Background: an optimization exercise with open tools, aiming at small area, a short achievable clock period and few clock cycles per item. Do not read the settings as production practice. Function was checked by simulation only, so behaviour that the tests miss may differ from the original. Power and IR drop assume default switching activity.

--- flow/run.sh ---
#!/bin/bash
# synth_recipe.tcl (not shown) runs the flow's synth.tcl, then flattens the netlist and writes it again
# the make line also repeats each setting of config.mk as NAME=value (left out here)
make -C /OpenROAD-flow-scripts/flow DESIGN_CONFIG=/design/flow/config.mk WORK_HOME=/design/flow/orfs CLKGATE_MAP_FILE= SYNTH_SCRIPT=/design/flow/synth_recipe.tcl finish
--- flow/config.mk ---
export PLATFORM = sky130hd
export DESIGN_NAME = Cfu
export DESIGN_NICKNAME = Cfu
export VERILOG_FILES = /design/flow/design.v
export SDC_FILE = /design/flow/constraint.sdc
export NUM_CORES = 4
export LEC_CHECK = 0
export CAP_MARGIN = 20
export CORE_MARGIN = 2
export CORE_UTILIZATION = 40
export SLEW_MARGIN = 20
--- flow/constraint.sdc ---
create_clock -name core_clock -period 20.0 [get_ports {clk}]
set_input_delay 4.0000 -clock core_clock [delete_from_list [all_inputs] [get_ports {clk}]]
set_output_delay 4.0000 -clock core_clock [all_outputs]
set_load 0.01 [all_outputs]
--- flow/design.v ---
module Cfu (
    input               cmd_valid,
    output              cmd_ready,
    input      [9:0]    cmd_payload_function_id,
    input      [31:0]   cmd_payload_inputs_0,
    input      [31:0]   cmd_payload_inputs_1,
    output              rsp_valid,
    input               rsp_ready,
    output     [31:0]   rsp_payload_outputs_0,
    input               reset,
    input               clk
);
    reg [31:0] InputOffset, FilterOffset, accumulator;
    reg [31:0] acc0, acc1, acc2, acc3, global_input;
    reg [31:0] kprod;    
    reg [31:0] cg;       
    reg [31:0] hold;     
    reg        pend;     
    reg        f0ph;     
    reg  [2:0] kstep;    
    reg        cgpend;   
    wire [31:0] in0 = cmd_payload_inputs_0;
    wire [31:0] in1 = cmd_payload_inputs_1;
    wire [6:0]  f   = cmd_payload_function_id[9:3];
    wire is0   = (f == 7'd0);
    wire is1   = (f == 7'd1);
    wire is2   = (f == 7'd2);
    wire is3   = (f == 7'd3);
    wire is4   = (f == 7'd4);
    wire is5   = (f == 7'd5);
    wire isMac = (f == 7'd6) | (f == 7'd7) | (f == 7'd8) | (f == 7'd9);
    wire is10  = (f == 7'd10);
    wire isRd  = (f == 7'd11) | (f == 7'd12) | (f == 7'd13) | (f == 7'd14);
    wire kbusy  = (kstep != 3'd0);
    wire dpbusy = kbusy | cgpend;
    wire usesDp = is0 | is5 | isMac;
    wire stall  = (usesDp & dpbusy) | (is0 & ~f0ph);
    assign cmd_ready = ~pend & ~stall;
    wire   accept    = cmd_valid & cmd_ready;
    assign rsp_valid = pend | accept;
    wire f0a = cmd_valid & ~pend & is0 & ~f0ph & ~dpbusy;
    wire f0b = accept & is0;
    reg [31:0] accsel_r;
    always @(*) begin
        case (f[1:0])
            2'd3: accsel_r = acc0;    
            2'd0: accsel_r = acc1;    
            2'd1: accsel_r = acc2;    
            default: accsel_r = acc3;  
        endcase
    end
    reg [31:0] rsp;
    always @(*) begin
        if (pend)                 rsp = hold;
        else if (is0)             rsp = f0ph ? hold : accumulator;
        else if (is2 | is3)       rsp = in0;
        else if (is4)             rsp = accumulator;
        else if (isRd)            rsp = accsel_r;
        else                      rsp = 32'd0;
    end
    assign rsp_payload_outputs_0 = rsp;
    wire mK   = kbusy;
    wire mCg  = ~kbusy & cgpend;
    wire mF0a = ~dpbusy & f0a;
    wire mF0b = ~dpbusy & f0b;
    wire mF5  = ~dpbusy & accept & is5;
    wire mMac = ~dpbusy & accept & isMac;
    wire [31:0] io4 = {InputOffset[29:0], 2'b00};
    reg  [7:0]  kbyte;
    always @(*) begin
        case (kstep)
            3'd1: kbyte = InputOffset[31:24];
            3'd2: kbyte = InputOffset[23:16];
            3'd3: kbyte = InputOffset[15:8];
            default: kbyte = InputOffset[7:0];
        endcase
    end
    wire [31:0] V = mCg ? global_input : (mF0b ? in1 : in0);
    wire [31:0] U = mMac ? global_input : (mF0a ? in1 : 32'd0);
    wire [31:0] X = (mMac | mF0b) ? InputOffset : FilterOffset;
    wire [31:0] C = mMac ? cg : ((mCg | mF0a | mF5) ? {kprod[29:0], 2'b00} : 32'd0);
    reg [31:0] accsel_m;
    always @(*) begin
        case (f[1:0])
            2'd2: accsel_m = acc0;    
            2'd3: accsel_m = acc1;    
            2'd0: accsel_m = acc2;    
            default: accsel_m = acc3;  
        endcase
    end
    wire [31:0] M = mK ? ((kstep == 3'd1) ? 32'd0 : {kprod[23:0], 8'd0}) :
                    (mF0a | mF0b) ? accumulator :
                    mMac ? accsel_m : 32'd0;
    wire signed [9:0] sv = $signed(V[7:0]) + $signed(V[15:8]) + $signed(V[23:16]) + $signed(V[31:24]);
    wire signed [9:0] S  = mK ? $signed({2'b00, kbyte}) : sv;
    wire signed [15:0] p0 = $signed(U[7:0])   * $signed(V[7:0]);
    wire signed [15:0] p1 = $signed(U[15:8])  * $signed(V[15:8]);
    wire signed [15:0] p2 = $signed(U[23:16]) * $signed(V[23:16]);
    wire signed [15:0] p3 = $signed(U[31:24]) * $signed(V[31:24]);
    wire [31:0] xs = X * {{22{S[9]}}, S};
    wire [31:0] R  = M + C + xs + {{16{p0[15]}}, p0} + {{16{p1[15]}}, p1}
                           + {{16{p2[15]}}, p2} + {{16{p3[15]}}, p3};
    always @(posedge clk) begin
        hold <= rsp;
        if (reset) begin
            InputOffset <= 32'd0;
            FilterOffset <= 32'd0;
            accumulator <= 32'd0;
            acc0 <= 32'd0; acc1 <= 32'd0; acc2 <= 32'd0; acc3 <= 32'd0;
            global_input <= 32'd0;
            kprod <= 32'd0;
            cg <= 32'd0;
            pend <= 1'b0;
            f0ph <= 1'b0;
            kstep <= 3'd0;
            cgpend <= 1'b0;
        end else begin
            pend <= pend ? ~rsp_ready : (accept & ~rsp_ready);
            if (mF0a) f0ph <= 1'b1;
            else if (f0b) f0ph <= 1'b0;
            if (accept & is2) InputOffset <= in0;
            if (accept & is3) FilterOffset <= in0;
            if (accept & (is2 | is3)) begin
                kstep <= 3'd1;
                cgpend <= 1'b1;
            end else if (kbusy) begin
                kstep <= (kstep == 3'd4) ? 3'd0 : kstep + 3'd1;
            end else if (mCg) begin
                cgpend <= 1'b0;
            end
            if (mK) kprod <= R;
            if (mCg | mF5) cg <= R;
            if (accept & is5) global_input <= in0;
            if (mF0a | mF0b) accumulator <= R;
            else if (accept & is1) accumulator <= 32'd0;
            if (accept & is10) begin
                acc0 <= 32'd0; acc1 <= 32'd0; acc2 <= 32'd0; acc3 <= 32'd0;
            end else if (mMac) begin
                case (f[1:0])
                    2'd2: acc0 <= R;
                    2'd3: acc1 <= R;
                    2'd0: acc2 <= R;
                    default: acc3 <= R;
                endcase
            end
        end
    end
endmodule
==> results.txt <==
==> worst max-delay path: cells and delay by family <==
| kind | cells | cell delay (ns) |
|---|---|---|
| and+or+nand+nor | 13 | 3.10 |
| adders and majority gates | 12 | 5.59 |
| xor gates and xnor gates | 2 | 0.98 |
| AOI/OAI and AO/OA | 11 | 3.05 |
| muxes | 1 | 0.22 |
| buffers and inverters | 10 | 1.50 |
==> per-layer routing <==
metal  global-route usage, %  wire (um)  share of wire [%]
met5                       0         47              0.037
met3                    5.11      10500                8.3
met2                    41.5      58100                 46
met4                    8.72       4550                3.6
met1                    33.7      52500                 42
==> final timing paths <==
check	end	slack (ns)	cells past startpoint
setup reg to reg	accumulator[22]	5.26	49
hold / removal	FilterOffset[27]	0.45	2
setup / recovery	accumulator[22]	2.01	49
hold reg to reg	FilterOffset[27]	0.45	2
==> final cells by class <==
cell class / count / area [um2]
Clock buffer: 63 / 1310
Clock inverter: 17 / 183
Sequential cell: 356 / 7130
Timing Repair Buffer: 193 / 1730
Fill cell: 9539 / 53600
Tap cell: 1276 / 1600
Multi-Input combinational cell: 3232 / 28600
Inverter: 759 / 2850
==> power groups by stage <==
stage / sequential, mW / clock, mW / combinational, mW
2_1_floorplan: 0.767 / 0 / 2.54
3_3_place_gp: 0.778 / 0 / 4.14
3_5_place_dp: 0.779 / 0 / 4.15
4_1_cts: 0.764 / 0.851 / 4.19
5_1_grt: 0.765 / 0.880 / 4.59
6_report: 0.764 / 0.843 / 4.28
==> logic make-up after synthesis <==
family,Yosys count
AOI/OAI and AO/OA,739
xor gates and xnor gates,122
adders and majority gates,798
buffers and inverters,969
DFF,356
muxes,144
and+or+nand+nor,1429
==> cell usage in the layout, fill, tap and decap left out, drive strengths merged, types with 19 or more instances in the layout <==
cell           instances
a21oi                386
a221oi                39
a22o                  34
a22oi                101
and2                  33
buf                   88
clkbuf                63
clkdlybuf4s50        105
dfxtp                356
fa                   600
ha                   198
inv                  760
mux2                  31
mux2i                 49
mux4                  64
nand2                812
nand2b                31
nor2                 387
nor2b                 55
o21a                  21
o21ai                 75
or2                   35
xnor2                 99
xor2                  19
==> metrics by stage <==
step	instances	util (%)	power (mW)	setup slack, ns	instance area (um2)
final	5896	44.7	5.88	2.01	43400
after global placement	5816	43.2	4.92	1.58	41900
after global routing	5896	44.7	6.23	1.26	43400
after CTS	5896	44.7	5.80	2.13	43400
after floorplan	4557	-	3.31	3.66	39200
after detailed placement	5816	43.2	4.93	1.55	41900
==> synth_stat cells, types with 5 or more instances <==
master    instances  area (um2)
a211oi_1         12        90.1
nand3_1          16        80.1
nand2_1         812        3050
mux2i_1          49         490
inv_1           758        2850
nor2b_1          55         344
and3_1           17         106
a21oi_1         386        1930
dfxtp_1         356        7130
buf_1            23        86.3
a22o_1           34         298
ha_1            198        2480
mux2_2           30         338
nand2b_1         31         194
a22oi_1         101         758
or2_2            35         219
nand4_1           5        31.3
xnor2_1          98         858
clkbuf_1        180         676
xor2_1           19         166
o21ai_1           6        30.0
a21o_1           18         135
o21ai_0          69         345
o21a_1           21         158
buf_2             5        25.0
o211ai_1          5        37.5
o21bai_1         15         113
and2_1           33         206
fa_1            600       12000
nor2_1          386        1450
nor3_1           13        65.1
mux4_2           64        1440
a221oi_1         39         342
nor3_2            5        50.1
==> results.txt <==
- Data required time of the worst path: 20.54 ns
- Number of max-cap violations: 0
- Count of different cell masters after synthesis: 78
- Sequential area share after synthesis: 18.2%
- Post-Synth Adder-Cell Area: 36.9%
- Sw Share: 57.9%
- Status: timing/DRC/antenna clean
- Switching power: 3.41 mW
- Slowest stage cell on the critical path: xnor2_1
- First-pass GRT wire length: 194000 um
- Htree depth: 2
- EDFF count, synth: 0
- Post-Synthesis Cells: 4557
- Final nets: 5462
- RSZ-0062 raised after global routing: no
- Number of global-route vias before repair: 32305
- Die Wd: 317 um
- Chip height: 317 um
- Largest net degree at the start of global routing: 89
- Placer Congestion: 0.904
- Clock Path Buffers: 3
- Leakage: 18.7 nW
- Synthesis Warnings: 1
- FFs w/ async S/R, synth: 0%
- N_diodes: 0
- Worst-margin pin slew: 1.19 ns
- Clk_skew: 0.0482 ns
- Drt wl/cell: 21.3 um
- Hold_buf cts: 0
- CP Launch Type: input pin
- Largest family of logic cells by synthesized area: adder cells
- Fmax: 55.6 MHz
- Setup Fix Bufs, Post-CTS: 0
- Register share of total power: 13.0%
- Root Buffer: clkbuf_16
- Crit-path max FO: 14
- Final wirelength: 126000 um
- Min-delay worst type: reg -> reg
- Floorplan Core Area: 0.0970 mm2
- Congestion Overflow GR: 0
- Synth Area in XOR/XNOR: 2.89%
- Share of layout cells above drive strength 1: 7.21%
- Pwr/cell area: 136 mW/mm2
- Mux share of post-synthesis cell area: 5.82%
- Synth Area in Compound Gates: 11.6%
- Worst hold start: FilterOffset[27]
- Initial Util: 40.4%
- Clk slew on worst S/H paths: 0.06 ns
- Initial antenna violation count: 5
- Total GRT Usage: 25.4%
- Die area: 0.101 mm2
- Setup crit start: cmd_payload_function_id[6]
- Maximum VDD drop: 0.000254 V
- Input/output buffers: 108
- Endpoints failing setup: 0
- IO Count: 112
- Crit-path max cell delay: 0.77 ns
- Clk sinks: 356
- Reg2reg start: kstep[1]
- Worst path most repeated cell: fa_1
- Avg Cell Area, Syn: 8.61 um2
- Final HPWL from detailed placement: 98200 um
- Worst-Skew Late Latency: 0.64 ns
- DRT Pass-1 Iters: 5
- Critical path capture point type: flip-flop
- Combinational Power Share: 72.7%
- Detail Route Antenna Nets: 0
- Slew Limit Fails: 0
- Fin crit share: 89.9%
- Worst endpoint data arrival time: 18.53 ns
- DR vias/cell: 5.37
- WS Path Type: in -> reg
- Yosys reg bits: 356
- Num CTS Buffers: 44
- Row count: 114
- Via count: 31646
- Rel. slew slack: 20.2%
- Clk pwr share: 14.3%
- TNS Setup: 0 ns
- CTS tree: yes
- Final hold slack: 0.451 ns
- Post-synth net total: 5433
- Syn-to-layout area delta: 10.6%
- Resized cells post-CTS: 0
- Fin crit period: 17.99 ns
- Synthesized cell area: 0.0392 mm2
- Final hold violation count: 0
- Simple-Gate Fraction of Synth Area: 15.3%
- Initial DRC Count: 2538
- Drt drc: 0
- Top_reg_cell synth: dfxtp_1
- Internal power: 2.48 mW
Testbench counts, summed over its fixed seeds: cycles 13,054, items 12,741.

==> port drivers added, routing unchanged <==
No port has a modelled driver above. Below, the same layout with a new extraction and two added sets of constraints. Step 1, drivers: a clkbuf_16 drives clk and a buf_2 each remaining input, both assumed. Step 2, shift: input delay + t, output delay - t, t = (earliest + latest rising clock arrival at the registers) / 2. This alone moves slack from input paths to output paths. a / b / c = ideal / step 1 / step 2; a / b = the first two.
t, ns: 0.685
setup WS [ns]: 2.015 / 2.045 / 1.360
worst setup path at the end: input to register
worst register clock-pin slew, ns: 0.07 / 0.07
cell pins on the clock port's net: 1
After both steps this run still meets setup and hold. The setup slack of this run moves by +0.030 ns with the drivers and by -0.655 ns with both steps.
